This is an optimization exercise on Yosys and OpenROAD, whose aim is a short achievable clock period and few clock cycles, not a production implementation. Function was checked by simulation only, so behaviour that the tests miss may differ from the original. Power is estimated from default activity; no workload was simulated.

==> design.v <==
module alu(
    input  wire [31:0] a,
    input  wire [31:0] b,
    input  wire [9:0]  op,
    input  wire        pre,
    input  wire [31:0] prev,
    input  wire        s_a, s_b, s_o, s_m,
    input  wire [31:0] r_a, r_b, r_o,
    output wire [31:0] c,
    output wire [31:0] sum,
    output wire [31:0] n_a, n_b, n_o, n_m
);
    wire [31:0] diff = a - b;
    wire        slt  = $signed(a) < $signed(b);
    wire        sltu = a < b;
    wire [31:0] sll  = a << b[4:0];
    wire [31:0] srl  = a >> b[4:0];
    wire [31:0] sra  = $signed(a) >>> b[4:0];
    assign sum = a + b;
    assign c = ({32{op[0]}} & sum) |
               ({32{op[1]}} & diff) |
               ({32{op[2]}} & sll) |
               {31'd0, op[3] & slt} |
               {31'd0, op[4] & sltu} |
               ({32{op[5]}} & (a ^ b)) |
               ({32{op[6]}} & srl) |
               ({32{op[7]}} & sra) |
               ({32{op[8]}} & (a | b)) |
               ({32{op[9]}} & (a & b)) |
               ({32{pre}} & prev);
    assign n_a = ({32{s_a}} & c) | r_a;
    assign n_b = ({32{s_b}} & c) | r_b;
    assign n_o = ({32{s_o}} & c) | r_o;
    assign n_m = {32{s_m}} & c;
endmodule
module branch_unit(
    input  wire        rst,
    input  wire [31:0] a,
    input  wire [31:0] b,
    input  wire        ceq,
    input  wire        clt,
    input  wire        cltu,
    input  wire        inv,
    input  wire        jj,
    input  wire        bb,
    input  wire        jalr,
    input  wire [31:0] imm,
    input  wire [31:0] tgt,
    input  wire [31:0] pcs,
    output wire        branch,
    output wire [31:0] pc_next
);
    wire beq    = (a == b);
    wire lt31   = a[30:0] < b[30:0];
    wire samesg = a[31] == b[31];
    wire blt    = samesg ? lt31 : a[31];
    wire bltu   = samesg ? lt31 : b[31];
    wire cond   = ((ceq & beq) | (clt & blt) | (cltu & bltu)) ^ inv;
    assign branch = jj | (bb & cond);
    wire [31:0] jt  = a + imm;
    wire [31:0] bpc = jalr ? {jt[31:1], 1'b0} : tgt;
    assign pc_next = rst ? 32'd0 : branch ? bpc : pcs;
endmodule
module main(
    input  wire        clk,
    input  wire        rst,
    output wire [31:0] imem_addr,
    input  wire [31:0] imem_rdata,
    output wire [31:0] dmem_addr,
    output wire        dmem_re,
    output wire [3:0]  dmem_wstrb,
    output wire [31:0] dmem_wdata,
    input  wire [31:0] dmem_rdata
);
    reg  [31:0] pc;
    reg         d_valid;
    reg  [31:0] d_pc, d_inst, d_imm;
    reg         d_wb, d_mr, d_mw, d_br, d_jal, d_jalr, d_lui, d_urs1, d_urs2;
    reg         d_alusrc, d_pre;
    reg  [9:0]  d_aluop;    
    reg         e_nb;      
    reg         e_wbe, e_mr, e_mw, e_jal, e_jalr;
    reg         e_isbr, e_ceq, e_clt, e_cltu, e_cinv;
    reg  [4:0]  e_rd;
    reg  [2:0]  e_f3;
    reg  [31:0] e_imm, e_tgt, e_prev;
    reg  [31:0] e_a, e_b, e_o;
    reg  [9:0]  e_aluop;
    reg         e_pre;
    reg  [31:0] m_res, m_wdata;
    reg  [31:0] m_addr;    
    reg         m_ld;      
    reg  [3:0]  m_wstrb;
    reg  [4:0]  m_rd;
    reg         m_wbe, m_mr;
    reg  [2:0]  m_f3;
    reg  [31:0] w_val;
    reg  [4:0]  w_rd;
    reg         w_wbe;
    reg  [31:0] rf [1:31];
    wire branch, hdu;
    wire [31:0] pc_next, c, wbval;
    assign imem_addr = pc;
    wire [31:0] fi = imem_rdata;
    wire [6:0]  fop = fi[6:0];
    wire [2:0]  ff3 = fi[14:12];
    wire f_op    = (fop == 7'd51);
    wire f_opimm = (fop == 7'd19);
    wire f_load  = (fop == 7'd3);
    wire f_store = (fop == 7'd35);
    wire f_jalr  = (fop == 7'd103);
    wire f_jal   = (fop == 7'd111);
    wire f_auipc = (fop == 7'd23);
    wire f_lui   = (fop == 7'd55);
    wire f_br    = (fop == 7'd99);
    wire f_alu   = f_op | f_opimm;
    reg [31:0] f_imm;
    always @(*) begin
        if (f_store)              f_imm = {{20{fi[31]}}, fi[31:25], fi[11:7]};
        else if (f_auipc | f_lui) f_imm = {fi[31:12], 12'b0};
        else if (f_jal)           f_imm = {{11{fi[31]}}, fi[31], fi[19:12], fi[20], fi[30:21], 1'b0};
        else if (f_br)            f_imm = {{19{fi[31]}}, fi[31], fi[7], fi[30:25], fi[11:8], 1'b0};
        else                      f_imm = {{20{fi[31]}}, fi[31:20]};
    end
    reg [9:0] f_aluop;
    always @(*) begin
        f_aluop = 10'b0000000001;                       
        if (f_alu) begin
            case (ff3)
                3'd0: f_aluop = (f_op & fi[30]) ? 10'b0000000010 : 10'b0000000001;
                3'd1: f_aluop = 10'b0000000100;
                3'd2: f_aluop = 10'b0000001000;
                3'd3: f_aluop = 10'b0000010000;
                3'd4: f_aluop = 10'b0000100000;
                3'd5: f_aluop = fi[30] ? 10'b0010000000 : 10'b0001000000;
                3'd6: f_aluop = 10'b0100000000;
                3'd7: f_aluop = 10'b1000000000;
            endcase
        end
    end
    wire [31:0] pcs = pc + {29'd0, !hdu, 2'b00};
    always @(posedge clk)
        pc <= pc_next;
    always @(posedge clk) begin
        if (rst || branch)
            d_valid <= 1'b0;
        else if (!hdu)
            d_valid <= 1'b1;
        if (!hdu) begin
            d_pc     <= pc;
            d_inst   <= fi;
            d_imm    <= f_imm;
            d_wb     <= f_alu | f_load | f_jalr | f_jal | f_auipc | f_lui;
            d_mr     <= f_load;
            d_mw     <= f_store;
            d_br     <= f_br;
            d_jal    <= f_jal;
            d_jalr   <= f_jalr;
            d_lui    <= f_lui;
            d_urs1   <= f_alu | f_load | f_store | f_jalr | f_br;
            d_urs2   <= f_op | f_store | f_br;
            d_alusrc <= f_opimm | f_load | f_store;
            d_pre    <= f_jal | f_jalr | f_auipc | f_lui;
            d_aluop  <= f_aluop;
        end
    end
    wire [4:0] rs1 = d_inst[19:15];
    wire [4:0] rs2 = d_inst[24:20];
    wire [4:0] rd  = d_inst[11:7];
    wire [2:0] f3  = d_inst[14:12];
    reg [31:0] rd1, rd2;
    always @(*) begin
        if (rs1 == 5'd0)                 rd1 = 32'd0;
        else if (w_wbe && w_rd == rs1)   rd1 = w_val;
        else                             rd1 = rf[rs1];
        if (rs2 == 5'd0)                 rd2 = 32'd0;
        else if (w_wbe && w_rd == rs2)   rd2 = w_val;
        else                             rd2 = rf[rs2];
    end
    wire [31:0] tgt = d_pc + d_imm;
    wire [31:0] pc4 = d_pc + 32'd4;
    wire [31:0] prev = (d_jal | d_jalr) ? pc4 : d_lui ? d_imm : tgt;
    assign hdu = d_valid && e_mr && e_nb && (e_rd != 5'd0) &&
                 ((d_urs1 && e_rd == rs1) || (d_urs2 && e_rd == rs2));
    wire fam = !rst && e_wbe && e_nb && e_rd == rs1;
    wire faw = !fam && !rst && m_wbe && m_rd == rs1;
    wire fbm = !rst && e_wbe && e_nb && e_rd == rs2;
    wire fbw = !fbm && !rst && m_wbe && m_rd == rs2;
    wire kill = rst || hdu;
    wire fal = faw && m_ld;
    wire fax = faw && !m_ld;
    wire far = !fam && !faw;
    wire fbl = fbw && m_ld;
    wire fbx = fbw && !m_ld;
    wire fbr = !fbm && !fbw;
    wire oi  = d_alusrc;
    wire om  = fbm && !d_alusrc;
    wire ol  = fbl && !d_alusrc;
    wire ox  = fbx && !d_alusrc;
    wire orr = fbr && !d_alusrc;
    wire dv   = d_valid;
    wire [31:0] r_a = ({32{fal}} & ld) | ({32{fax}} & m_res) | ({32{far}} & rd1);
    wire [31:0] r_b = ({32{fbl}} & ld) | ({32{fbx}} & m_res) | ({32{fbr}} & rd2);
    wire [31:0] r_o = ({32{ol}} & ld) | ({32{ox}} & m_res) | ({32{oi}} & d_imm) |
                      ({32{orr}} & rd2);
    always @(posedge clk) begin
        e_nb   <= !branch;
        e_wbe  <= !kill && dv && d_wb && rd != 5'd0;
        e_mr   <= !kill && dv && d_mr;
        e_mw   <= !kill && dv && d_mw;
        e_jal  <= !kill && dv && d_jal;
        e_jalr <= !kill && dv && d_jalr;
        e_isbr <= !kill && dv && d_br && f3 != 3'd2 && f3 != 3'd3;
        e_ceq  <= f3[2:1] == 2'd0;
        e_clt  <= f3[2:1] == 2'd2;
        e_cltu <= f3[2:1] == 2'd3;
        e_cinv <= f3[0];
        e_rd   <= rd;
        e_f3   <= f3;
        e_imm  <= d_imm;
        e_tgt  <= tgt;
        e_prev <= prev;
        e_a    <= n_a;
        e_b    <= n_b;
        e_o    <= n_o;
        e_aluop <= d_pre ? 10'd0 : d_aluop;
        e_pre  <= d_pre;
    end
    wire [31:0] a  = e_a;
    wire [31:0] b  = e_b;
    wire [31:0] ob = e_o;
    wire [31:0] sum, n_a, n_b, n_o, n_m;
    alu u_alu(.a(a), .b(ob), .op(e_aluop), .pre(e_pre), .prev(e_prev),
              .s_a(fam), .s_b(fbm), .s_o(om), .s_m(e_mr | e_mw),
              .r_a(r_a), .r_b(r_b), .r_o(r_o),
              .c(c), .sum(sum), .n_a(n_a), .n_b(n_b), .n_o(n_o), .n_m(n_m));
    wire jj    = e_nb & (e_jal | e_jalr);
    wire bb    = e_nb & e_isbr;
    branch_unit u_br(.rst(rst), .a(a), .b(b), .ceq(e_ceq), .clt(e_clt), .cltu(e_cltu),
                     .inv(e_cinv), .jj(jj), .bb(bb), .jalr(e_jalr), .imm(e_imm), .tgt(e_tgt),
                     .pcs(pcs), .branch(branch), .pc_next(pc_next));
    always @(posedge clk) begin
        m_res   <= c;
        m_addr  <= n_m;
        m_ld    <= e_mr;
        m_rd    <= e_rd;
        m_f3    <= e_f3;
        m_wbe   <= !rst && e_wbe && e_nb;
        m_mr    <= !rst && e_mr && e_nb;
        if (rst || !e_mw || !e_nb)
            m_wstrb <= 4'b0000;
        else case (e_f3[1:0])
            2'd0:    m_wstrb <= 4'b0001 << sum[1:0];
            2'd1:    m_wstrb <= sum[1] ? 4'b1100 : 4'b0011;
            default: m_wstrb <= 4'b1111;
        endcase
        case (e_f3[1:0])
            2'd0:    m_wdata <= {4{b[7:0]}};
            2'd1:    m_wdata <= {2{b[15:0]}};
            default: m_wdata <= b;
        endcase
    end
    assign dmem_addr  = m_addr;
    assign dmem_re    = m_mr;
    assign dmem_wstrb = m_wstrb;
    assign dmem_wdata = m_wdata;
    wire [31:0] sh = dmem_rdata >> {m_res[1:0], 3'b000};
    reg  [31:0] ld;
    always @(*) begin
        case (m_f3)
            3'd0:    ld = {{24{sh[7]}}, sh[7:0]};
            3'd1:    ld = {{16{sh[15]}}, sh[15:0]};
            3'd4:    ld = {24'b0, sh[7:0]};
            3'd5:    ld = {16'b0, sh[15:0]};
            default: ld = dmem_rdata;
        endcase
    end
    assign wbval = m_ld ? ld : m_res;
    always @(posedge clk) begin
        w_val <= wbval;
        w_rd  <= m_rd;
        w_wbe <= !rst && m_wbe;
    end
    always @(posedge clk) begin
        if (w_wbe && w_rd != 5'd0)
            rf[w_rd] <= w_val;
    end
endmodule
==> flow/run.sh <==
#!/bin/bash
set -euo pipefail
bash standard.sh SETUP_SLACK_MARGIN=7 finish > flow_orfs.log 2>&1
==> standard.sh <==
#!/bin/bash
# synth_recipe.tcl (not shown) runs the flow's synth.tcl, then flattens the netlist and writes it again
# the make line also repeats each setting of config.mk as NAME=value (left out here)
make -C /OpenROAD-flow-scripts/flow DESIGN_CONFIG=/design/flow/config.mk WORK_HOME=/design/flow/orfs CLKGATE_MAP_FILE= SYNTH_SCRIPT=/design/flow/synth_recipe.tcl "${@:-finish}"
==> config.mk <==
export PLATFORM = sky130hd
export DESIGN_NAME = main
export DESIGN_NICKNAME = main
export VERILOG_FILES = /design/flow/design.v
export SDC_FILE = /design/flow/constraint.sdc
export NUM_CORES = 4
export LEC_CHECK = 0
export CAP_MARGIN = 20
export CORE_MARGIN = 2
export CORE_UTILIZATION = 40
export PLACE_DENSITY = 0.7
export SLEW_MARGIN = 20
export SYNTH_HIERARCHICAL = 1
==> constraint.sdc <==
create_clock -name core_clock -period 10.0 [get_ports {clk}]
set_input_delay 2.0000 -clock core_clock [delete_from_list [all_inputs] [get_ports {clk}]]
set_output_delay 2.0000 -clock core_clock [all_outputs]
set_load 0.01 [all_outputs]
==> results of run 1 <==
cell type report:
class | instances | area (um^2)
timing repair inverter | 2 | 17.52
timing repair buffer | 797 | 9248
antenna | 18 | 45.04
sequential | 1508 | 41540
clock buffer | 200 | 4172
clock inverter | 88 | 1037
inverter | 195 | 802.0
multi-input combinational | 3792 | 38950
tap | 2542 | 3181
fill | 15860 | 95600
metal layers:
metal | track usage, % | vias to the layer above | share of wire (%)
met5 | 0 | - | 0.024
met4 | 24.52 | 12 | 9.7
met3 | 8.145 | 1277 | 12
met2 | 47.99 | 4554 | 46
met1 | 36.31 | 30470 | 33
li1 | - | 24330 | -
sequential cells by signal, summed over array words and instances (netlist names), 18 cells and up, named ones only:
register	count
m_wdata	32
e_b	32
e_prev	32
m_addr	32
e_a	32
w_val	32
e_tgt	32
d_pc	32
d_inst	18
d_imm	32
rf	992
e_imm	32
pc	32
e_o	32
m_res	32
cells in the final DEF, fill, tap and decap left out, types with 52 or more instances in the layout:
master / count
a211oi_1: 133
a21o_1: 154
a21oi_1: 219
and2_1: 61
buf_12: 78
buf_4: 394
buf_6: 157
clkbuf_16: 178
dfxtp_1: 238
dfxtp_2: 108
dfxtp_4: 67
edfxtp_1: 1095
ha_1: 126
ha_4: 52
inv_1: 175
mux2_2: 73
mux2i_1: 236
mux4_2: 530
nand2_1: 295
nand3_1: 67
nor2_1: 302
nor2_4: 56
o211ai_1: 86
o21ai_0: 123
o21ai_1: 71
xnor2_1: 99
xor2_1: 56
through the flow:
step / area, um^2 / instances / utilization (%) / hold slack, ns / worst slack (ns)
after floorplan: 78880 / 5901 / - / 0.3096 / 5.593
after global placement: 83040 / 8332 / 42.67 / 0.3248 / 4.943
after detailed placement: 83040 / 8332 / 42.67 / 0.3147 / 4.885
after CTS: 95430 / 8956 / 49.04 / 0.3297 / 6.590
after global routing: 98960 / 9129 / 50.85 / 0.3443 / 6.586
final: 98990 / 9142 / 50.87 / 0.3295 / 6.609
timing repair:
item / in CTS / in global routing
pin swaps: 200 / 203
setup endpoints to repair: 371 / 318
buffers inserted: 296 / 146
cloned: 40 / 21
resized for setup: 1401 / 387
endpoints found under the hold margin: 0 / 0
path summary, 6_finish.rpt:
| kind | from | to |
|---|---|---|
| min reg2reg | e_f3[2] | m_f3[2] |
| max | m_addr[21] | dmem_addr[21] |
| min | e_f3[2] | m_f3[2] |
| max reg2reg | d_imm[0] | e_prev[28] |
power groups by stage:
stage	Combinational, mW	Sequential (mW)	Clock, mW
finish	4.30	8.33	5.98
global route	4.44	8.35	6.26
CTS	3.73	8.29	6.01
detailed placement	2.89	8.46	0
global placement	2.88	8.42	0
floorplan	1.96	8.04	0
==> qor.csv, run 1 <==
stage,metric,value,unit
grt,largest net degree at the start of global routing,65,
outcome,outcome,finished clean,
clocking,clock slew at reported path FFs,0.06,ns
logic_synthesis,Synth warnings,7,
pwr,total chip power,18.61,mW
setup_path,CP Launch Type,flip-flop,
placed_design,number of buffers added on ports,166,
routing,DRT Pass-1 Iters,6,
clocking,clk latency of the worst-skew pair,0.83,ns
grt,initial antenna violation count,24,
timing,Final Hold Vio Count,0,
grt,first-pass GRT wire length,436.2,mm
timing,final number of setup-violating endpoints,0,
pwr,Logic pwr share,23.1,%
clocking,clock sink count,1508,
grt,"Remaining Overflow, GRT",0,
floorplan,Die Span X,446.2,um
clocking,Clock Path Buffers,3,
timing,FMAX,0.2949,GHz
pwr,Worst VDD drop,220.5,uV
timing,worst-margin pin slew,1.178,ns
clocking,Root Driver,clkbuf_16,
routing,Via density,6.633,
timing,Final Critical Period,3.391,ns
timing,"Slew Viols, Final",0,
final_layout,Layout area overhead,26.57,%
setup_path,R2R setup slack,6.67,ns
timing,relative slew slack,20.62,%
floorplan,Die Area,0.1991,mm^2
floorplan,initial core utilization,40.19,%
final_layout,NumNets Final,6715,
pwr,power per cell area,188.0,mW/mm^2
routing,Vias,60640,
timing,Final Cycle Share,33.91,%
floorplan,I/O pin count,167,
worst_hold_path,Hold/Removal Path Class,reg2reg,
pwr,sequential share of power,44.7,%
worst_hold_path,hold path depth,0,
routing,Iter 0 DRT Violations,8782,
setup_path,critical path class,reg2out,
grt,vias in the first global route,58180,
floorplan,Die Y,446.2,um
placed_design,gpl congestion,1.007,
setup_path,Worst Setup End Kind,primary output,
logic_synthesis,syn nets,6163,
clocking,H-Tree Depth,4,
routing,Post-DRT Antenna Nets,0,
routing,drt total wl,323.0,mm
pwr,internal power,12.74,mW
timing,setup TNS,0,ns
setup_path,reg2reg path depth,10,
floorplan,core area,0.1946,mm^2
pwr,switching share of power,31.56,%
setup_path,Crit path depth,1,
setup_path,Crit path max-delay family,flip-flops,
clocking,"Hold-fix buffers, CTS",0,
setup_path,critical path's slowest cell,dfxtp_4,
clocking,total CTS buffers,157,
final_layout,layout cell share with drive strength beyond 1,37.12,%
logic_synthesis,syn_area_per_cell,13.25,um^2
setup_path,max incr delay on CP,0.44,ns
routing,WL per Instance,35.33,um
timing,worst clock skew,0.04881,ns
pwr,Clock power frac,32.2,%
setup_path,critical path data required time,8.00,ns
job,Max-cap violations,0,
logic_synthesis,mapped cell area,0.07821,mm^2
setup_path,critical path cell sequence,buf_6,
setup_path,critical path arrival,1.39,ns
setup_path,Crit Path Max Fanout,1,
grt,gr usage total,30.88,%
setup_path,crit path buf inv count,1,
floorplan,Cell Rows,162,
routing,# DRC,0,
pwr,P_sw,5.873,mW
clocking,CTS tree,done,
placed_design,DPL Wire Length,186.0,mm
pwr,leak pwr,35.86,nW
logic_synthesis,Syn Inst Count,5901,
timing,RSZ-0062 raised after global routing,true,
Testbench counts, summed over its fixed seeds: cycles 39,136.
==> inputs of run 2 (changes only) <==
--- a/design.v
+++ b/design.v
@@ -95,4 +95,6 @@
     reg         m_wbe, m_mr;
     reg  [2:0]  m_f3;
+    reg         m_l00, m_l01, m_l02, m_l03, m_l11, m_l12, m_l13, m_lw, m_byte;
+    reg         m_sb0, m_sb1, m_sb2, m_sb3;
     reg  [31:0] w_val;
     reg  [4:0]  w_rd;
@@ -246,4 +248,17 @@
         m_rd    <= e_rd;
         m_f3    <= e_f3;
+        m_l00   <= e_f3[1] || sum[1:0] == 2'd0;
+        m_l01   <= !e_f3[1] && sum[1:0] == 2'd1;
+        m_l02   <= !e_f3[1] && sum[1:0] == 2'd2;
+        m_l03   <= !e_f3[1] && sum[1:0] == 2'd3;
+        m_l11   <= e_f3[1] || (e_f3[1:0] == 2'd1 && sum[1:0] == 2'd0);
+        m_l12   <= e_f3[1:0] == 2'd1 && sum[1:0] == 2'd1;
+        m_l13   <= e_f3[1:0] == 2'd1 && sum[1:0] == 2'd2;
+        m_lw    <= e_f3[1];
+        m_byte  <= e_f3[1:0] == 2'd0;
+        m_sb0   <= e_f3[2:0] == 3'd0 && sum[1:0] == 2'd0;
+        m_sb1   <= (e_f3[2:0] == 3'd0 && sum[1:0] == 2'd1) || (e_f3[2:0] == 3'd1 && sum[1:0] == 2'd0);
+        m_sb2   <= (e_f3[2:0] == 3'd0 && sum[1:0] == 2'd2) || (e_f3[2:0] == 3'd1 && sum[1:0] == 2'd1);
+        m_sb3   <= (e_f3[2:0] == 3'd0 && sum[1:0] == 2'd3) || (e_f3[2:0] == 3'd1 && sum[1:0] == 2'd2);
         m_wbe   <= !rst && e_wbe && e_nb;
         m_mr    <= !rst && e_mr && e_nb;
@@ -265,15 +280,12 @@
     assign dmem_wstrb = m_wstrb;
     assign dmem_wdata = m_wdata;
-    wire [31:0] sh = dmem_rdata >> {m_res[1:0], 3'b000};
-    reg  [31:0] ld;
-    always @(*) begin
-        case (m_f3)
-            3'd0:    ld = {{24{sh[7]}}, sh[7:0]};
-            3'd1:    ld = {{16{sh[15]}}, sh[15:0]};
-            3'd4:    ld = {24'b0, sh[7:0]};
-            3'd5:    ld = {16'b0, sh[15:0]};
-            default: ld = dmem_rdata;
-        endcase
-    end
+    wire [31:0] r = dmem_rdata;
+    wire sgn = (m_sb0 & r[7]) | (m_sb1 & r[15]) | (m_sb2 & r[23]) | (m_sb3 & r[31]);
+    wire [31:0] ld;
+    assign ld[7:0]   = ({8{m_l00}} & r[7:0]) | ({8{m_l01}} & r[15:8]) |
+                       ({8{m_l02}} & r[23:16]) | ({8{m_l03}} & r[31:24]);
+    assign ld[15:8]  = ({8{m_l11}} & r[15:8]) | ({8{m_l12}} & r[23:16]) |
+                       ({8{m_l13}} & r[31:24]) | {8{m_byte & sgn}};
+    assign ld[31:16] = ({16{m_lw}} & r[31:16]) | {16{sgn}};
     assign wbval = m_ld ? ld : m_res;
     always @(posedge clk) begin
--- a/config.mk
+++ b/config.mk
@@ -9,5 +9,5 @@
 export CORE_MARGIN = 2
 export CORE_UTILIZATION = 40
-export PLACE_DENSITY = 0.7
+export PLACE_DENSITY = 0.6
 export SLEW_MARGIN = 20
 export SYNTH_HIERARCHICAL = 1
==> run 2 against run 1 <==
  * Still clean on timing, DRC and antenna
  * Cell count rose by 2.1%
  * Die area increased by 0.30%
  * Maximum frequency is 0.45% higher
  * Combinational power grew 1%
  * Area after synthesis rose by 0.30%
  * Critical path type is now reg2reg
  * Critical endpoint is now m_addr[30]
  * Highest routed layer unchanged
==> qor.csv, run 2 <==
stage,metric,value,unit,change
clocking,clock slew at reported path FFs,0.06,ns,about the same
final_layout,Fillers,16450,,"was 15,860"
floorplan,I/O pin count,167,,unchanged
final_layout,"commonest non-fill, non-tap cells in the layout","edfxtp_1, mux4_2, buf_4",,unchanged
pwr,Worst VDD drop,152.0,uV,was 220.5 uV
worst_hold_path,Hold/Removal Path Class,reg2reg,,unchanged
setup_path,max incr delay on CP,0.44,ns,about the same
pwr,switching share of power,31.47,%,was 31.56%
floorplan,Die Span X,446.9,um,was 446.2 um
grt,vias in the first global route,57690,,"was 58,180"
timing,Final Hold Vio Count,0,,unchanged
setup_path,critical path cell sequence,buf_12 > buf_4 > buf_4 > nand2b_1 > nor2_1 > nand3_1 > nand3_1 > a221oi_2 > o21ai_1 > a211o_1 > a221o_2 > and2_4,,was buf_6
clocking,CTS tree,done,,unchanged
setup_path,Worst Setup End Kind,flip-flop,,was primary output
clocking,clock sink count,1518,,"was 1,508"
final_layout,max reg flops,992,,unchanged
grt,GRT Max-Usage Layer,met2,,unchanged
pwr,P_sw,5.879,mW,was 5.873 mW
routing,Post-DRT Antenna Nets,0,,unchanged
final_layout,largest register by flop count,rf,,unchanged
placed_design,gpl congestion,1.025,,was 1.007
timing,"Slew Viols, Final",0,,unchanged
grt,GR Util met3,6.951,%,was 8.145%
routing,# DRC,0,,unchanged
setup_path,crit path buf inv count,3,,was 1
pwr,power per cell area,187.5,mW/mm^2,was 188.0 mW/mm^2
job,Max-cap violations,0,,unchanged
clocking,total CTS buffers,161,,was 157
pwr,Clock power frac,32.5,%,was 32.2%
clocking,H-Tree Depth,4,,unchanged
logic_synthesis,syn nets,6243,,"was 6,163"
pwr,internal power,12.80,mW,was 12.74 mW
clocking,"Hold-fix buffers, CTS",0,,unchanged
setup_path,CP Launch Type,flip-flop,,unchanged
clocking,Root Driver,clkbuf_16,,unchanged
floorplan,Die Y,446.9,um,was 446.2 um
final_layout,final core utilization,51.10,%,was 50.87%
routing,Iter 0 DRT Violations,8623,,"was 8,782"
setup_path,FF-to-FF Start,e_o[3],,was d_imm[0]
grt,largest net degree at the start of global routing,65,,unchanged
floorplan,Die Area,0.1997,mm^2,was 0.1991 mm^2
routing,DRT Pass-1 Iters,7,,was 6
placed_design,DPL Wire Length,189.4,mm,was 186.0 mm
routing,WL per Instance,35.06,um,was 35.33 um
logic_synthesis,syn_area_per_cell,13.12,um^2,was 13.25 um^2
timing,worst clock skew,0.05546,ns,was 0.04881 ns
pwr,leak pwr,36.27,nW,was 35.86 nW
final_layout,Layout area overhead,27.01,%,was 26.57%
worst_hold_path,HP Start,d_inst[12],,was e_f3[2]
setup_path,critical path class,reg2reg,,was reg2out
setup_path,critical path's slowest cell,nand2b_1,,was dfxtp_4
logic_synthesis,mapped cell area,0.07845,mm^2,was 0.07821 mm^2
routing,Via density,6.498,,was 6.633
timing,worst-margin pin slew,1.180,ns,was 1.178 ns
grt,first-pass GRT wire length,443.3,mm,was 436.2 mm
timing,hold_ws,0.3283,ns,was 0.3295 ns
pwr,Logic pwr share,23.4,%,was 23.1%
timing,setup TNS,0,ns,unchanged
grt,gr usage total,31.45,%,was 30.88%
placed_design,number of buffers added on ports,166,,unchanged
setup_path,Crit path max-delay family,simple AND/OR/NAND/NOR gates,,was flip-flops
final_layout,"commonest non-fill, non-tap cell in the layout",edfxtp_1,,unchanged
floorplan,core area,0.1950,mm^2,was 0.1946 mm^2
timing,Final Critical Period,3.376,ns,was 3.391 ns
floorplan,Cell Rows,162,,unchanged
grt,"Remaining Overflow, GRT",0,,unchanged
floorplan,initial core utilization,40.23,%,was 40.19%
setup_path,Crit Path Max Fanout,16,,was 1
final_layout,NumNets Final,6819,,"was 6,715"
timing,final setup margin,6.624,ns,was 6.609 ns
timing,relative slew slack,21.24,%,was 20.62%
grt,met1 GRT Util,38.97,%,was 36.31%
placed_design,"worst slack, placed",4.952,ns,was 4.885 ns
clocking,clk latency of the worst-skew pair,0.84,ns,was 0.83 ns
timing,RSZ-0062 raised after global routing,true,,unchanged
logic_synthesis,Syn Inst Count,5981,,"was 5,901"
timing,final number of setup-violating endpoints,0,,unchanged
setup_path,Crit. Startpoint,e_o[3],,was m_addr[21]
final_layout,layout cell share with drive strength beyond 1,35.81,%,was 37.12%
grt,initial antenna violation count,21,,was 24
pwr,sequential share of power,44.1,%,was 44.7%
outcome,outcome,finished clean,,unchanged
timing,Final Cycle Share,33.76,%,was 33.91%
grt,GR met2 Demand/Resource,50.16,%,was 47.99%
timing,FMAX,0.2962,GHz,was 0.2949 GHz
setup_path,critical path arrival,4.09,ns,was 1.39 ns
logic_synthesis,Synth warnings,7,,unchanged
clocking,Clock Path Buffers,3,,unchanged
setup_path,critical path data required time,10.71,ns,was 8.00 ns
routing,Vias,60630,,"was 60,640"
routing,drt total wl,327.1,mm,was 323.0 mm
run 2: area by class of cell:
class                      count  area, um^2  area share, %
antenna                       18       45.04        0.04521
clock inverter                92       904.6         0.9079
multi-input combinational   3852       38640          38.78
clock buffer                 203        4443          4.459
inverter                     199       820.8         0.8238
timing repair inverter         3       26.28        0.02637
tap                         2624        3283          3.295
timing repair buffer         822        9713          9.748
sequential                  1518       41760          41.91
run 2: power by group through the flow:
stage / combinational [mW] / sequential (mW) / clock [mW]
2_1_floorplan: 1.95 / 8.06 / 0
3_3_place_gp: 3.02 / 8.37 / 0
3_5_place_dp: 3.03 / 8.38 / 0
4_1_cts: 3.80 / 8.21 / 6.12
5_1_grt: 4.53 / 8.26 / 6.37
6_report: 4.36 / 8.24 / 6.08
run 2: metrics by stage:
stage	cell area, um^2	cells	power, mW
2_1_floorplan	79000	5981	10.01
3_3_place_gp	83390	8497	11.39
3_5_place_dp	83390	8497	11.40
4_1_cts	96060	9133	18.13
5_1_grt	99590	9313	19.16
6_report	99640	9331	18.68
run 2: worst reg2reg max path, stage by stage (launching register included):
cell	delay [ns]
dfxtp_4	0.36
buf_12	0.14
buf_4	0.21
buf_4	0.27
nand2b_1	0.45
nor2_1	0.25
nand3_1	0.21
nand3_1	0.11
a221oi_2	0.24
o21ai_1	0.13
a211o_1	0.28
a221o_2	0.41
and2_4	0.22
run 2: timing repair:
action	4_1_cts	5_1_grt
setup endpoints to repair	580	309
hold endpoints to repair	0	0
resized for setup	1355	384
pin swaps	209	212
cloned	52	26
setup buffers	289	154
run 2: routing by layer:
layer	part of all wire, %	wire, um
met1	35	115000
met5	0.040	130
met4	7.7	25080
met2	47	152400
met3	11	34450
run 2: path summary, 6_finish.rpt:
| kind | slack, ns | to | cells past startpoint |
|---|---|---|---|
| min | 0.33 | e_f3[0] | 0 |
| max reg2reg | 6.62 | m_addr[30] | 12 |
| min reg2reg | 0.33 | e_f3[0] | 0 |
| max | 6.62 | m_addr[30] | 12 |
Testbench counts of run 2, summed over its fixed seeds: cycles 39,136.
==> inputs of run 3 (changes only) <==
--- a/design.v
+++ b/design.v
@@ -233,4 +233,5 @@
     wire [31:0] ob = e_o;
     wire [31:0] sum, n_a, n_b, n_o, n_m;
+    wire [31:0] agu = a + e_imm;
     alu u_alu(.a(a), .b(ob), .op(e_aluop), .pre(e_pre), .prev(e_prev),
               .s_a(fam), .s_b(fbm), .s_o(om), .s_m(e_mr | e_mw),
@@ -244,5 +245,5 @@
     always @(posedge clk) begin
         m_res   <= c;
-        m_addr  <= n_m;
+        m_addr  <= {32{e_mr | e_mw}} & agu;
         m_ld    <= e_mr;
         m_rd    <= e_rd;
==> flow/run.sh (replaced) <==
#!/bin/bash
set -euo pipefail
bash standard.sh SETUP_SLACK_MARGIN=7 place > flow_place.log 2>&1
PLACE_ODB="$PWD/orfs/results/$FLOW_PLATFORM/main/base/3_place.odb" \
  openroad -no_init -exit flow/move_out_ffs.tcl > flow_move.log 2>&1
bash standard.sh SETUP_SLACK_MARGIN=7 finish > flow_orfs.log 2>&1
==> flow/move_out_ffs.tcl (new file) <==
# Place each flip-flop that drives a data-port output (through its output
# buffer) next to that buffer, then legalize. The flip-flop's Q wire to the
# pin is then short; its D input has slack to spare.
set odb $::env(PLACE_ODB)
read_db $odb
set block [ord::get_db_block]
set moved 0
foreach bterm [$block getBTerms] {
  if {[$bterm getIoType] != "OUTPUT"} { continue }
  set name [$bterm getName]
  if {![string match "dmem_*" $name]} { continue }
  set net [$bterm getNet]
  set buf ""
  foreach it [$net getITerms] { if {[$it isOutputSignal]} { set buf [$it getInst] } }
  if {$buf == ""} { continue }
  set innet ""
  foreach it [$buf getITerms] { if {[$it isInputSignal]} { set innet [$it getNet] } }
  if {$innet == ""} { continue }
  set drv ""
  set nload 0
  foreach it [$innet getITerms] {
    if {[$it isOutputSignal]} { set drv [$it getInst] } else { incr nload }
  }
  if {$drv == "" || $nload != 1} { continue }
  if {![string match "*dfxtp*" [[$drv getMaster] getName]]} { continue }
  set loc [$buf getLocation]
  $drv setLocation [lindex $loc 0] [lindex $loc 1]
  $drv setPlacementStatus PLACED
  incr moved
}
puts "moved $moved flip-flops"
detailed_placement
check_placement -verbose
write_db $odb
==> run 3 against run 2 <==
  * Largest power group unchanged
  * Total power down 0.44%
  * Utilization down 1.4 points
  * Wire length hardly changed
  * Critical path type unchanged
  * First-iteration DRC count rose by 0.30%
  * Cell area shrank 0.70%
  * Clock power down 3.9%
  * Sequential power is 1% higher
==> qor.csv, run 3 <==
stage,metric,value,unit,change
outcome,outcome,finished clean,,unchanged
pwr,Worst VDD drop,237.4,uV,was 152.0 uV
routing,Vias,61310,,"was 60,630"
routing,WL per Instance,34.66,um,was 35.06 um
routing,Via density,6.498,,about the same
final_layout,max reg flops,992,,unchanged
routing,drt total wl,326.9,mm,was 327.1 mm
clocking,total CTS buffers,160,,was 161
setup_path,critical path class,reg2reg,,unchanged
timing,worst clock skew,0.06938,ns,was 0.05546 ns
grt,initial antenna violation count,27,,was 21
setup_path,reg2reg path depth,11,,was 12
clocking,clock sink count,1518,,unchanged
floorplan,core area,0.1992,mm^2,was 0.1950 mm^2
routing,# DRC,0,,unchanged
pwr,power per cell area,188.0,mW/mm^2,was 187.5 mW/mm^2
setup_path,CP Launch Type,flip-flop,,unchanged
logic_synthesis,syn_area_per_cell,13.00,um^2,was 13.12 um^2
grt,"Remaining Overflow, GRT",0,,unchanged
placed_design,number of buffers added on ports,166,,unchanged
setup_path,critical path data required time,10.71,ns,about the same
placed_design,Post-Place Cell Area,0.08477,mm^2,was 0.08339 mm^2
setup_path,critical path arrival,4.18,ns,was 4.09 ns
logic_synthesis,Synth warnings,7,,unchanged
logic_synthesis,Syn Inst Count,6148,,"was 5,981"
clocking,clock slew at reported path FFs,0.06,ns,about the same
placed_design,gpl congestion,1.009,,was 1.025
grt,largest net degree at the start of global routing,66,,was 65
floorplan,Cell Rows,164,,was 162
floorplan,Die Area,0.2035,mm^2,was 0.1997 mm^2
timing,Final Hold Vio Count,0,,unchanged
timing,RSZ-0062 raised after global routing,true,,unchanged
floorplan,initial core utilization,40.13,%,was 40.23%
clocking,CTS tree,done,,unchanged
final_layout,Layout area overhead,23.75,%,was 27.01%
final_layout,layout cell share with drive strength beyond 1,33.95,%,was 35.81%
setup_path,Crit Path Max Fanout,5,,was 16
timing,setup TNS,0,ns,unchanged
logic_synthesis,syn nets,6442,,"was 6,243"
setup_path,R2R setup slack,6.54,ns,was 6.62 ns
floorplan,Die Y,451.1,um,was 446.9 um
clocking,Root Driver,clkbuf_16,,unchanged
timing,worst-margin pin slew,1.154,ns,was 1.180 ns
clocking,H-Tree Depth,4,,unchanged
final_layout,largest register by flop count,rf,,unchanged
timing,Final Cycle Share,34.63,%,was 33.76%
final_layout,Fillers,16960,,"was 16,450"
floorplan,I/O pin count,167,,unchanged
grt,vias in the first global route,59070,,"was 57,690"
final_layout,Finished Cell Area,0.09894,mm^2,was 0.09964 mm^2
setup_path,Crit. Startpoint,e_a[14],,was e_o[3]
setup_path,Worst Setup End Kind,flip-flop,,unchanged
timing,"Slew Viols, Final",0,,unchanged
final_layout,"commonest non-fill, non-tap cell in the layout",edfxtp_1,,unchanged
timing,FMAX,0.2887,GHz,was 0.2962 GHz
floorplan,Die Span X,451.1,um,was 446.9 um
worst_hold_path,HP Start,d_inst[12],,unchanged
job,Max-cap violations,0,,unchanged
routing,Iter 0 DRT Violations,8649,,"was 8,623"
clocking,Clock Path Buffers,3,,unchanged
timing,Final Critical Period,3.463,ns,was 3.376 ns
timing,final number of setup-violating endpoints,0,,unchanged
timing,relative slew slack,22.78,%,was 21.24%
setup_path,FF-to-FF Start,e_a[14],,was e_o[3]
routing,DRT Pass-1 Iters,13,,was 7
worst_hold_path,hold path depth,0,,unchanged
placed_design,DPL Wire Length,200.5,mm,was 189.4 mm
final_layout,"commonest non-fill, non-tap cells in the layout","edfxtp_1, mux4_2, buf_4",,unchanged
routing,Post-DRT Antenna Nets,0,,unchanged
final_layout,NumNets Final,6937,,"was 6,819"
grt,gr usage total,31.27,%,was 31.45%
grt,first-pass GRT wire length,452.9,mm,was 443.3 mm
timing,hold_ws,0.3503,ns,was 0.3283 ns
worst_hold_path,Hold/Removal Path Class,reg2reg,,unchanged
logic_synthesis,mapped cell area,0.07995,mm^2,was 0.07845 mm^2
clocking,clk latency of the worst-skew pair,0.84,ns,about the same
pwr,leak pwr,35.93,nW,was 36.27 nW
-- run 3: layout make-up --
type | count | area (um^2) | area share [%]
flip-flops and latches | 1518 | 41660 | 42.10
multi-input cells | 4041 | 40010 | 40.44
repair buffers | 734 | 8080 | 8.167
clock buffers | 212 | 4282 | 4.327
well taps | 2656 | 3323 | 3.359
clock inverters | 78 | 803.3 | 0.8119
inverters | 186 | 747.0 | 0.7550
repair inverters | 2 | 17.52 | 0.01770
diodes | 7 | 17.52 | 0.01770
-- run 3: routing by layer --
layer	track usage (%)	up-vias	wire length [um]
met3	7.901	968	34020
li1	-	25180	-
met4	19.77	18	23910
met1	38.98	31420	119800
met2	48.57	3723	149000
met5	0	-	129
-- run 3: power by group --
| group | leakage, nW | switching [mW] | internal, mW | total, mW |
|---|---|---|---|---|
| Clock | 2.46 | 2.61 | 3.23 | 5.84 |
| Combinational | 19.8 | 2.62 | 1.78 | 4.40 |
| Sequential | 13.7 | 0.804 | 7.55 | 8.36 |
| Total | 35.9 | 6.03 | 12.6 | 18.6 |
-- run 3: path summary, 6_finish.rpt --
| check | endpoint |
|---|---|
| max | e_b[30] |
| max reg2reg | e_b[30] |
| min reg2reg | e_f3[0] |
| min | e_f3[0] |
-- run 3: what timing repair did --
action | CTS | global route
pin swaps | 222 | 165
setup buffers | 257 | 138
gates resized for setup | 1331 | 322
endpoints found under the setup margin | 516 | 382
hold buffers | 0 | 0
cloned | 40 | 4
-- run 3: critical path, stage by stage, from the launching register on --
cell and delay (ns):
dfxtp_2 0.34, buf_12 0.15, clkinvlp_4 0.18, ha_4 0.30, buf_4 0.17, nor4_1 0.66
nand2_1 0.22, o2111ai_4 0.31, nand3_2 0.16, mux2i_1 0.15, a221o_2 0.49, a21o_1 0.21
-- run 3: metrics by stage --
stage	util [%]	power [mW]	std cells	setup WS, ns
floorplan	-	10.14	6148	5.515
global placement	42.53	11.67	8694	4.902
detailed placement	42.55	11.71	8697	4.906
CTS	48.33	18.19	9284	6.564
global route	49.65	19.09	9429	6.516
finish	49.66	18.60	9434	6.537
Testbench counts of run 3, summed over its fixed seeds: cycles 39,136.
==> inputs of run 4 (changes only) <==
--- a/design.v
+++ b/design.v
@@ -95,6 +95,4 @@
     reg         m_wbe, m_mr;
     reg  [2:0]  m_f3;
-    reg         m_l00, m_l01, m_l02, m_l03, m_l11, m_l12, m_l13, m_lw, m_byte;
-    reg         m_sb0, m_sb1, m_sb2, m_sb3;
     reg  [31:0] w_val;
     reg  [4:0]  w_rd;
@@ -233,5 +231,4 @@
     wire [31:0] ob = e_o;
     wire [31:0] sum, n_a, n_b, n_o, n_m;
-    wire [31:0] agu = a + e_imm;
     alu u_alu(.a(a), .b(ob), .op(e_aluop), .pre(e_pre), .prev(e_prev),
               .s_a(fam), .s_b(fbm), .s_o(om), .s_m(e_mr | e_mw),
@@ -245,21 +242,8 @@
     always @(posedge clk) begin
         m_res   <= c;
-        m_addr  <= {32{e_mr | e_mw}} & agu;
+        m_addr  <= n_m;
         m_ld    <= e_mr;
         m_rd    <= e_rd;
         m_f3    <= e_f3;
-        m_l00   <= e_f3[1] || sum[1:0] == 2'd0;
-        m_l01   <= !e_f3[1] && sum[1:0] == 2'd1;
-        m_l02   <= !e_f3[1] && sum[1:0] == 2'd2;
-        m_l03   <= !e_f3[1] && sum[1:0] == 2'd3;
-        m_l11   <= e_f3[1] || (e_f3[1:0] == 2'd1 && sum[1:0] == 2'd0);
-        m_l12   <= e_f3[1:0] == 2'd1 && sum[1:0] == 2'd1;
-        m_l13   <= e_f3[1:0] == 2'd1 && sum[1:0] == 2'd2;
-        m_lw    <= e_f3[1];
-        m_byte  <= e_f3[1:0] == 2'd0;
-        m_sb0   <= e_f3[2:0] == 3'd0 && sum[1:0] == 2'd0;
-        m_sb1   <= (e_f3[2:0] == 3'd0 && sum[1:0] == 2'd1) || (e_f3[2:0] == 3'd1 && sum[1:0] == 2'd0);
-        m_sb2   <= (e_f3[2:0] == 3'd0 && sum[1:0] == 2'd2) || (e_f3[2:0] == 3'd1 && sum[1:0] == 2'd1);
-        m_sb3   <= (e_f3[2:0] == 3'd0 && sum[1:0] == 2'd3) || (e_f3[2:0] == 3'd1 && sum[1:0] == 2'd2);
         m_wbe   <= !rst && e_wbe && e_nb;
         m_mr    <= !rst && e_mr && e_nb;
@@ -281,12 +265,15 @@
     assign dmem_wstrb = m_wstrb;
     assign dmem_wdata = m_wdata;
-    wire [31:0] r = dmem_rdata;
-    wire sgn = (m_sb0 & r[7]) | (m_sb1 & r[15]) | (m_sb2 & r[23]) | (m_sb3 & r[31]);
-    wire [31:0] ld;
-    assign ld[7:0]   = ({8{m_l00}} & r[7:0]) | ({8{m_l01}} & r[15:8]) |
-                       ({8{m_l02}} & r[23:16]) | ({8{m_l03}} & r[31:24]);
-    assign ld[15:8]  = ({8{m_l11}} & r[15:8]) | ({8{m_l12}} & r[23:16]) |
-                       ({8{m_l13}} & r[31:24]) | {8{m_byte & sgn}};
-    assign ld[31:16] = ({16{m_lw}} & r[31:16]) | {16{sgn}};
+    wire [31:0] sh = dmem_rdata >> {m_res[1:0], 3'b000};
+    reg  [31:0] ld;
+    always @(*) begin
+        case (m_f3)
+            3'd0:    ld = {{24{sh[7]}}, sh[7:0]};
+            3'd1:    ld = {{16{sh[15]}}, sh[15:0]};
+            3'd4:    ld = {24'b0, sh[7:0]};
+            3'd5:    ld = {16'b0, sh[15:0]};
+            default: ld = dmem_rdata;
+        endcase
+    end
     assign wbval = m_ld ? ld : m_res;
     always @(posedge clk) begin
==> run 4 against run 3 <==
  * Maximum frequency is 3.8% higher
  * Synthesized cell count is 4.0% lower
  * Sequential power is 2% lower
  * Die area is 2.2% lower
  * Clock power is 2% higher
  * Worst setup slack better by 0.13 ns
==> qor.csv, run 4 <==
stage,metric,value,unit,change
floorplan,Cell Rows,162,,was 164
setup_path,critical path's slowest cell,edfxtp_1,,was nor4_1
worst_hold_path,Hold/Removal Path Class,reg2reg,,unchanged
final_layout,max reg flops,992,,unchanged
clocking,H-Tree Depth,4,,unchanged
timing,Final Hold Vio Count,0,,unchanged
placed_design,gpl congestion,1.012,,was 1.009
timing,hold_ws,0.3409,ns,was 0.3503 ns
pwr,power per cell area,188.3,mW/mm^2,was 188.0 mW/mm^2
pwr,Worst VDD drop,192.6,uV,was 237.4 uV
setup_path,critical path data required time,10.70,ns,was 10.71 ns
routing,# DRC,0,,unchanged
pwr,total chip power,18.49,mW,was 18.60 mW
setup_path,FF-to-FF Start,d_imm[0],,was e_a[14]
clocking,CTS tree,done,,unchanged
floorplan,core area,0.1946,mm^2,was 0.1992 mm^2
setup_path,R2R setup slack,6.66,ns,was 6.54 ns
setup_path,critical path cell sequence,ha_4 > fa_2 > a21o_1 > a221o_1 > a21oi_2 > o21ai_2 > a211oi_4 > o41ai_2 > or4_1 > o311a_4,,was buf_12 > clkinvlp_4 > ha_4 > buf_4 > nor4_1 > nand2_1 > o2111ai_4 > nand3_2 > mux2i_1 > a221o_2 > a21o_1
setup_path,Crit Path Max Fanout,3,,was 5
grt,gr usage total,31.26,%,was 31.27%
timing,final number of setup-violating endpoints,0,,unchanged
timing,Final Critical Period,3.337,ns,was 3.463 ns
setup_path,reg2reg path depth,10,,was 11
timing,setup TNS,0,ns,unchanged
grt,largest net degree at the start of global routing,68,,was 66
clocking,clk latency of the worst-skew pair,0.86,ns,was 0.84 ns
floorplan,Die Span X,446.2,um,was 451.1 um
setup_path,Crit path max-delay family,compound AO/OA/AOI/OAI gates,,was simple AND/OR/NAND/NOR gates
timing,worst-margin pin slew,1.167,ns,was 1.154 ns
timing,Final Cycle Share,33.37,%,was 34.63%
routing,WL per Instance,35.22,um,was 34.66 um
logic_synthesis,syn_area_per_cell,13.25,um^2,was 13.00 um^2
clocking,clock slew at reported path FFs,0.06,ns,about the same
timing,"Slew Viols, Final",0,,unchanged
final_layout,"commonest non-fill, non-tap cell in the layout",edfxtp_1,,unchanged
timing,FMAX,0.2996,GHz,was 0.2887 GHz
routing,Iter 0 DRT Violations,7335,,"was 8,649"
final_layout,NumNets Final,6690,,"was 6,937"
routing,Via density,6.433,,was 6.498
worst_hold_path,HP Start,d_inst[12],,unchanged
floorplan,Die Y,446.2,um,was 451.1 um
grt,vias in the first global route,57120,,"was 59,070"
routing,Post-DRT Antenna Nets,0,,unchanged
timing,worst clock skew,0.06050,ns,was 0.06938 ns
grt,first-pass GRT wire length,438.3,mm,was 452.9 mm
timing,RSZ-0062 raised after global routing,true,,unchanged
timing,relative slew slack,22.10,%,was 22.78%
final_layout,Layout area overhead,25.52,%,was 23.75%
logic_synthesis,mapped cell area,0.07821,mm^2,was 0.07995 mm^2
logic_synthesis,Syn Inst Count,5901,,"was 6,148"
grt,initial antenna violation count,16,,was 27
clocking,total CTS buffers,162,,was 160
logic_synthesis,Synth warnings,7,,unchanged
final_layout,fin cells,9110,,"was 9,434"
placed_design,Placed Cells,8340,,"was 8,697"
placed_design,number of buffers added on ports,166,,unchanged
final_layout,largest register by flop count,rf,,unchanged
final_layout,"commonest non-fill, non-tap cells in the layout","edfxtp_1, mux4_2, buf_4",,unchanged
setup_path,CP Launch Type,flip-flop,,unchanged
setup_path,critical path arrival,4.04,ns,was 4.18 ns
clocking,Root Driver,clkbuf_16,,unchanged
clocking,Clock Path Buffers,3,,unchanged
logic_synthesis,syn nets,6163,,"was 6,442"
routing,drt total wl,320.9,mm,was 326.9 mm
job,Max-cap violations,0,,unchanged
worst_hold_path,hold path depth,0,,unchanged
routing,Vias,58600,,"was 61,310"
clocking,clock sink count,1508,,"was 1,518"
final_layout,layout cell share with drive strength beyond 1,36.09,%,was 33.95%
outcome,outcome,finished clean,,unchanged
floorplan,I/O pin count,167,,unchanged
pwr,leak pwr,35.50,nW,was 35.93 nW
placed_design,DPL Wire Length,190.9,mm,was 200.5 mm
routing,DRT Pass-1 Iters,9,,was 13
floorplan,Die Area,0.1991,mm^2,was 0.2035 mm^2
setup_path,worst reg2reg path endpoint,e_prev[28],,was e_b[30]
worst_hold_path,Worst Hold End,e_f3[0],,unchanged
setup_path,critical path class,reg2reg,,unchanged
setup_path,crit path buf inv count,0,,was 3
grt,"Remaining Overflow, GRT",0,,unchanged
setup_path,Worst Setup End Kind,flip-flop,,unchanged
floorplan,initial core utilization,40.19,%,was 40.13%
setup_path,max incr delay on CP,0.56,ns,was 0.66 ns
run 4: how the worst max path moves through the flow:
stage	start	end	slack [ns]	cells after the start
2_1_floorplan	d_inst[20]	pc[28]	5.59	16
5_1_grt	d_imm[0]	e_prev[28]	6.63	10
4_1_cts	m_wdata[17]	dmem_wdata[17]	6.64	1
3_5_place_dp	rst	e_o[14]	4.97	9
3_3_place_gp	rst	e_o[25]	4.98	9
6_report	d_imm[0]	e_prev[28]	6.66	10
run 4: through the flow:
step	setup WS [ns]	util (%)	cell area [um^2]
after floorplan	5.593	-	78880
after global placement	4.978	42.71	83110
after detailed placement	4.967	42.72	83120
after CTS	6.641	48.93	95200
after global routing	6.634	50.44	98140
final	6.663	50.45	98170
run 4: worst register-to-register path, delay by kind of cell (launching register included):
kind / cells / cell delay, ns
AND/OR/NAND/NOR: 1 / 0.49
AO/OA/AOI/OAI: 7 / 1.54
adder cells (fa/ha/maj): 2 / 0.60
flip-flops: 1 / 0.56
run 4: where the power goes:
part | internal (mW) | switching (mW)
Sequential | 7.51 | 0.708
Clock | 3.34 | 2.63
Combinational | 1.80 | 2.49
Total | 12.7 | 5.83
run 4: what timing repair did:
| item | in CTS | in global routing |
|---|---|---|
| resized for setup | 1325 | 386 |
| endpoints found under the hold margin | 0 | 0 |
| buffers inserted | 304 | 109 |
| gates cloned | 42 | 11 |
| endpoints found under the setup margin | 489 | 295 |
| hold buffers | 0 | 0 |
| pin swaps | 173 | 157 |
run 4: area by class of cell:
class	instances	area, um^2
antenna	10	25.02
clock buffer	215	4405
clock inverter	79	852.1
fill	16350	96420
inverter	195	825.8
multi-input combinational	3791	38640
sequential	1508	41500
tap	2542	3181
timing repair buffer	766	8707
timing repair inverter	4	31.28
run 4: per-layer routing:
metal  part of all wire [%]  global-route usage [%]
met3                    9.3                   6.836
met2                     47                   50.05
met4                    8.0                   21.00
met5                  0.013                       0
met1                     36                   37.91
Testbench counts of run 4, summed over its fixed seeds: cycles 39,136.

## afterwards: timing with drivers on the ports
How much do the figures lean on ideal ports? The routed layouts below were timed once more, with nothing changed but the port constraints. Step 1 (the two cells are an assumption about what drives the block):
set clk [get_ports {clk}]
set_driving_cell -lib_cell sky130_fd_sc_hd__clkbuf_16 $clk
set_driving_cell -lib_cell sky130_fd_sc_hd__buf_2 [delete_from_list [all_inputs] $clk]
Step 2 moves the port delays by t, midway between the first and last clock arrival at a register: inputs arrive t later, outputs are due t later. That takes back most of the time a late clock gives input paths. Three values: no drivers, after step 1, after step 2; two values: the first two.
run	t (ns)	setup slack, ns	cell pins on the clock port's net
run 1	0.903	6.609 / 6.518 / 5.886	1
run 2	0.899	6.624 / 6.552 / 6.075	1
run 3	0.889	6.537 / 6.537 / 5.862	1
run 4	0.909	6.663 / 6.610 / 5.907	1
After both steps setup and hold are still met in every run listed. The setup slack of run 4, which loses most, moves by -0.053 ns with the drivers and by -0.756 ns with both steps.
